From an optimization exercise on the open Yosys and OpenROAD flow, aimed at small area, a short achievable clock period and few clock cycles per item; shortcuts taken in it are not production practice. The RTL was checked by simulation tests, not by an equivalence proof against the original design. Power figures rest on the tool's default switching activity, not on a simulated workload.

File: flow/run.sh
#!/bin/bash
# synth_recipe.tcl (not shown) runs the flow's synth.tcl, then flattens the netlist and writes it again
# the make line also repeats each setting of config.mk as NAME=value (left out here)
make -C /OpenROAD-flow-scripts/flow DESIGN_CONFIG=/design/flow/config.mk WORK_HOME=/design/flow/orfs CLKGATE_MAP_FILE= SYNTH_SCRIPT=/design/flow/synth_recipe.tcl finish
File: flow/constraint.sdc
create_clock -name core_clock -period 5.0 [get_ports {clk}]
set_input_delay 1.0000 -clock core_clock [delete_from_list [all_inputs] [get_ports {clk}]]
set_output_delay 1.0000 -clock core_clock [all_outputs]
set_load 0.01 [all_outputs]
File: flow/config.mk
export PLATFORM = sky130hd
export DESIGN_NAME = systolic_pe
export DESIGN_NICKNAME = systolic_pe
export VERILOG_FILES = /design/flow/design.v
export SDC_FILE = /design/flow/constraint.sdc
export NUM_CORES = 4
export LEC_CHECK = 0
export CAP_MARGIN = 20
export CORE_MARGIN = 2
export CORE_UTILIZATION = 40
export SLEW_MARGIN = 20
File: flow/design.v
`default_nettype none
module systolic_pe(
  clk, reset, cntrl,
  i_stb, o_stb, i_busy, o_busy,
  data_in, weight_in, acc_in,
  acc_out, data_out, weight_out
);
  parameter data_size = 8;
  parameter acc_width = 32;
  input wire clk;
  input wire reset;
  input wire cntrl;
  input wire i_stb;
  input wire i_busy;
  input [data_size - 1:0] data_in;
  input [data_size - 1:0] weight_in;
  input [acc_width - 1:0] acc_in;
  output reg [acc_width - 1:0] acc_out;
  output reg [data_size - 1:0] data_out;
  output reg [data_size - 1:0] weight_out;
  output reg o_stb;
  output reg o_busy;
  reg [data_size + data_size - 1:0] mul_result; 
  reg [acc_width - 1:0] acc_reg;                 
  reg [data_size - 1:0] weight_reg;
  reg [data_size - 1:0] data_reg;
  localparam IDLE = 3'b000;
  localparam PROCESSING1 = 3'b001;
  localparam PROCESSING2 = 3'b010;
  localparam PROCESSING3 = 3'b011;
  localparam OUTPUT_READY = 3'b100;
  reg [2:0] state;
  always @(posedge clk) begin
    if (reset) begin
      o_stb <= 1'b0;
      o_busy <= 1'b0;
      acc_reg <= 0;
      mul_result <= 0;
      weight_reg <= 0;
      data_reg <= 0;
      state <= IDLE;
      acc_out <= 0;
      data_out <= 0;
      weight_out <= 0;
    end
    else begin
      case (state)
        IDLE: begin
          o_stb <= 1'b0;   
          if (i_stb) begin
            data_reg <= data_in;
            weight_reg <= weight_in;
            acc_reg <= acc_in;
            o_busy <= 1'b1;   
            state <= PROCESSING1;
          end
          else begin
            o_busy <= 1'b0;   
          end
        end
        PROCESSING1: begin
          mul_result <= data_reg * weight_reg;          
          state <= PROCESSING2;
        end
        PROCESSING2: begin
          acc_reg <= acc_reg + mul_result;   
          state <= PROCESSING3;
        end
        PROCESSING3: begin
          acc_out <= acc_reg;  
          data_out <= data_reg;  
          weight_out <= weight_reg;  
          o_stb <= 1'b1;   
          state <= OUTPUT_READY;  
        end
        OUTPUT_READY: begin
          if (!i_busy) begin
            o_stb <= 1'b0;
            if (i_stb) begin
              data_reg <= data_in;
              weight_reg <= weight_in;
              acc_reg <= acc_in;
              state <= PROCESSING1;
            end
            else begin
              o_busy <= 1'b0;
              state <= IDLE;
            end
          end else begin
            o_stb <= 1'b1;
            state <= OUTPUT_READY;
          end
        end
        default: state <= IDLE;
      endcase
    end
  end
endmodule
==> metrics.md <==
| Metric | Value |
|---|---|
| Diode count | `0` |
| Required time of the worst setup path | `about 5.3 ns` |
| Total power after layout | `between 2000 and 3000 uW` |
| Maximum count of clock buffers along a single path | `2` |
| Vertical die dimension | `about 140 um` |
| Max cap viols | `0` |
| Total global-route track usage | `between 20% and 30%` |
| Hold Path Depth | `2` |
| Final-layout fill cell count | `about 1800` |
| Share of cells above drive strength 1 | `roughly 5.6%` |
| Final instance area | `about 9300 sq um` |
| Cell area after synthesis | `between 7000 and 8000 sq um` |
| First-pass GRT wire length | `between 30000 and 40000 um` |
| Worst-Skew Late Latency | `approximately 0.43 ns` |
| Final period util | `92.67%` |
| Element type at the critical path end | `flip-flop` |
| Remaining antenna violation count after routing | `0` |
| Buffers added on ports | `slightly above 100` |
| Clock Root Buffer | `sky130_fd_sc_hd__clkbuf_16` |
| Vias per Instance | `about 5.2` |
| RD Place Congestion | `roughly 0.85` |
| Standard-cell row count | `50` |
| Synthesized netlist cell count | `about 950` |
| Post-CTS Hold Fix Bufs | `0` |
| Worst R2R Path Depth | `15` |
| Initial antenna violation count | `0` |
| Share of the yosys chip area belonging to registers | `31.26%` |
| Worst IR drop on VDD | `between 0.2 and 0.25 mV` |
| Post-Synthesis Mean Instance Area | `7.904 sq um` |
| Worst slew pin tran | `1.064 ns` |
| Routed Wire Length | `between 20000 and 25000 um` |
| Number of logic stages on the critical path including buffering | `15` |
| Clock skew | `a little under 0.007 ns` |
| Leakage power of the design | `0.003821 uW` |
| Largest area contributor in the synthesized netlist | `sky130_fd_sc_hd__dfxtp_1` |
| Post-DP HPWL | `approximately 14000 um` |
| Count of unique library cells instantiated by Yosys | `61` |
| Remaining global-route overflow | `0` |
| Clock tree from TritonCTS | `yes` |
| Kind of cell adding the most delay to the critical path | `adder cells` |
| Syn Nets | `around 1100` |
| Post-cts resize count | `0` |
| Total via count after detailed routing | `6627` |
| Routed len/inst | `around 16 um` |
| Worst min-delay path category | `flip-flop to flip-flop` |
| Clock sink count | `between 100 and 150` |
| Vias in the first global route | `around 6400` |
| Starting density of the core | `40.47%` |
| Nets | `between 1000 and 1500` |
| Worst slew margin | `28.82%` |
| RSZ-0062 raised after global routing | `false` |
| Worst path cell trace | `nand2_1 -> fa_1 -> fa_1 -> inv_1 -> fa_1 -> inv_1 -> fa_1 -> inv_1 -> ha_1 -> o21a_1 -> o21ai_0 -> o21a_1 -> nor3_1 -> nor4b_1 -> a211o_1` |
| Total count of max-transition violations in the final report | `0` |
| P&R area growth vs syn | `23.96%` |
| Biggest fanout along the worst timing path | `10` |
| CP max stage delay | `0.57 ns` |
| Iteration-0 DRC Markers | `around 480` |
| Final critical path time including I/O delays and setup | `4.633 ns` |
| Total CTS buffers | `17` |
| Final setup vio count | `0` |
| Fin. Hold Viols | `0` |
| Start-to-end type of the worst setup path | `flip-flop to flip-flop` |
| Main area contributors after synthesis | `sky130_fd_sc_hd__dfxtp_1 (31%), sky130_fd_sc_hd__nand2_1 (11%), sky130_fd_sc_hd__fa_1 (9.9%), sky130_fd_sc_hd__ha_1 (8.7%), sky130_fd_sc_hd__a21oi_1 (7.5%)` |
| Pre-antenna DRT Iters | `4` |
| Clock-pin transition on the worst setup and hold timing paths | `roughly 0.06 ns` |
| Final core utilization | `roughly half` |
| Worst EP arrival | `a little under 5 ns` |
| H-tree depth | `4` |
| Boundary Pins | `a little over 100` |
| Synth warnings | `1` |
| Area of the die | `slightly below 20000 sq um` |
| DRC violation count after routing | `0` |
| Critical path launch point type | `flip-flop` |
| Die X | `around 140 um` |
| Cell seen most often among critical-path stages | `sky130_fd_sc_hd__fa_1` |
| CORE AREA | `18520 sq um` |
| Dominant register cell in the synthesized netlist | `sky130_fd_sc_hd__dfxtp_1` |
| Total negative slack | `0 ns` |
| Fraction of synthesis flops using an asynchronous set or reset pin | `0%` |
| Worst path slowest cell | `sky130_fd_sc_hd__fa_1` |
| Highest achievable clock rate | `0.2158 GHz` |
| Number of buffers and inverters on the critical path | `3` |
| Power Dens Cells | `between 300 and 400 nW/um^2` |
| Outcome | `complete, no violations` |
| Post-synth EDFFs | `0` |
| Worst hold slack across all endpoints | `between 0.4 and 0.5 ns` |
| Post-CTS setup repair buffer count | `0` |
| Cell area after placement | `8656 sq um` |
| Share of Yosys cell area claimed by the top area cell type | `a little under a third` |
| Number of register bits inferred by synthesis | `117` |
| Maximum number of pins on one net before global-route repair | `between 80 and 90` |
## worst min-delay path: stages (launching register included)
cell	delay, ns
sky130_fd_sc_hd__dfxtp_1	0.31
sky130_fd_sc_hd__nand2_1	0.05
sky130_fd_sc_hd__a21oi_1	0.05
## kinds of logic (layout without fill, tap and decap cells)
logic type	Yosys count	count (layout)	share of synthesized area, %
buf+inv	107	194	5.477
simple gates	403	403	24.65
xor+xnor	26	26	3.039
compound gates	203	203	16.60
fa+ha+maj	89	89	18.57
flops	117	117	31.26
mux	3	3	0.4174
## synthesized netlist by cell type, types with 5 or more instances
library cell,instances
sky130_fd_sc_hd__nor2b_1,7
sky130_fd_sc_hd__nand3_1,25
sky130_fd_sc_hd__o21a_1,5
sky130_fd_sc_hd__nand2_1,219
sky130_fd_sc_hd__inv_1,52
sky130_fd_sc_hd__xor2_1,12
sky130_fd_sc_hd__a211oi_1,6
sky130_fd_sc_hd__o21ai_0,16
sky130_fd_sc_hd__buf_1,5
sky130_fd_sc_hd__and2_1,55
sky130_fd_sc_hd__nor2_1,45
sky130_fd_sc_hd__a21oi_1,113
sky130_fd_sc_hd__a311oi_1,5
sky130_fd_sc_hd__ha_1,52
sky130_fd_sc_hd__fa_1,37
sky130_fd_sc_hd__clkbuf_1,45
sky130_fd_sc_hd__nor3_1,12
sky130_fd_sc_hd__a21o_1,12
sky130_fd_sc_hd__and3_1,11
sky130_fd_sc_hd__nand4_1,6
sky130_fd_sc_hd__nor4b_1,5
sky130_fd_sc_hd__dfxtp_1,117
sky130_fd_sc_hd__xnor2_1,14
sky130_fd_sc_hd__a31oi_1,9
sky130_fd_sc_hd__o22ai_1,5
## per-layer routing
layer	GRT usage, %	share of wire, %
met1	28.81	48
met2	34.25	46
met3	4.620	4.7
met4	5.421	0.92
met5	0	0
## final cells by class
cell class / instances / area (sq um) / share of cell area, %
Sequential cell: 117 / 2342 / 25.22
Clock buffer: 19 / 452.9 / 4.876
Inverter: 52 / 195.2 / 2.101
Timing Repair Buffer: 110 / 1076 / 11.58
Multi-Input combinational cell: 724 / 4750 / 51.13
Tap cell: 234 / 292.8 / 3.152
Clock inverter: 13 / 180.2 / 1.940
## worst paths after layout
kind	start	end	slack, ns
worst max-delay path	data_reg[0]	mul_result[12]	0.37
worst min-delay path	weight_out[4]	weight_out[4]	0.45
worst max register to register	data_reg[0]	mul_result[12]	0.37
worst min register to register	weight_out[4]	weight_out[4]	0.45
## where the power goes
| group | total (uW) | internal (uW) | switching (uW) | leakage (uW) |
|---|---|---|---|---|
| logic | 553 | 221 | 332 | 0.00256 |
| clock network | 1310 | 856 | 455 | 0.000305 |
| registers | 1100 | 1010 | 96.8 | 0.000952 |
## through the flow
stage                     std cells  worst slack (ns)
after floorplan                 948            0.7036
after global placement         1237            0.3768
after detailed placement       1237            0.4254
after CTS                      1269            0.3832
after global routing           1269            0.1275
final                          1269            0.3666
## cells in the final DEF, fill, tap and decap left out, types with 3 or more instances in the layout
cell type and count:
sky130_fd_sc_hd__o22ai_1 5, sky130_fd_sc_hd__a211oi_1 6, sky130_fd_sc_hd__a311oi_1 5, sky130_fd_sc_hd__clkinv_2 4
sky130_fd_sc_hd__ha_1 52, sky130_fd_sc_hd__and3_1 11, sky130_fd_sc_hd__a2111oi_0 4, sky130_fd_sc_hd__inv_1 52
sky130_fd_sc_hd__nor2b_1 7, sky130_fd_sc_hd__o21a_1 5, sky130_fd_sc_hd__a31oi_1 9, sky130_fd_sc_hd__and2_1 54
sky130_fd_sc_hd__bufinv_16 4, sky130_fd_sc_hd__nand4_1 6, sky130_fd_sc_hd__nor4_1 3, sky130_fd_sc_hd__nor3_1 12
sky130_fd_sc_hd__nor4b_1 5, sky130_fd_sc_hd__clkbuf_16 17, sky130_fd_sc_hd__a21o_1 12, sky130_fd_sc_hd__dfxtp_1 117
sky130_fd_sc_hd__a21oi_1 113, sky130_fd_sc_hd__or4_1 3, sky130_fd_sc_hd__nand3_1 24, sky130_fd_sc_hd__fa_1 37
sky130_fd_sc_hd__xnor2_1 14, sky130_fd_sc_hd__clkdlybuf4s50_1 100, sky130_fd_sc_hd__o31ai_1 3, sky130_fd_sc_hd__nor2_1 45
sky130_fd_sc_hd__clkinvlp_4 3, sky130_fd_sc_hd__xor2_1 12, sky130_fd_sc_hd__o21ai_0 16, sky130_fd_sc_hd__buf_4 10
sky130_fd_sc_hd__nand2_1 218
Testbench counts, summed over its fixed seeds: cycles 8,200, items 2,048.

afterwards: timing with drivers on the ports:
In the flow no input, the clock included, has a driving cell. The finished layout below was timed again as built, in two steps.
Step 1 sets driving cells, clkbuf_16 on the clock port and buf_2 on the other inputs (assumed; they add their load-dependent delay and slew).
Step 2 moves the port delays by t, midway between the first and last clock arrival at a register: inputs arrive t later, outputs are due t later. That takes back most of the time a late clock gives input paths.
a / b / c = ideal ports / drivers / drivers and shift; a / b = the first two.
t (ns): 0.465
setup WS [ns]: 0.367 / 0.367 / 0.367
latest minus earliest clock arrival (ns): 0.007 / 0.007
worst slew at a driven data input, ns: 0.05
After both steps this run still meets setup and hold. The setup slack of this run moves by 0.000 ns with the drivers and by 0.000 ns with both steps.
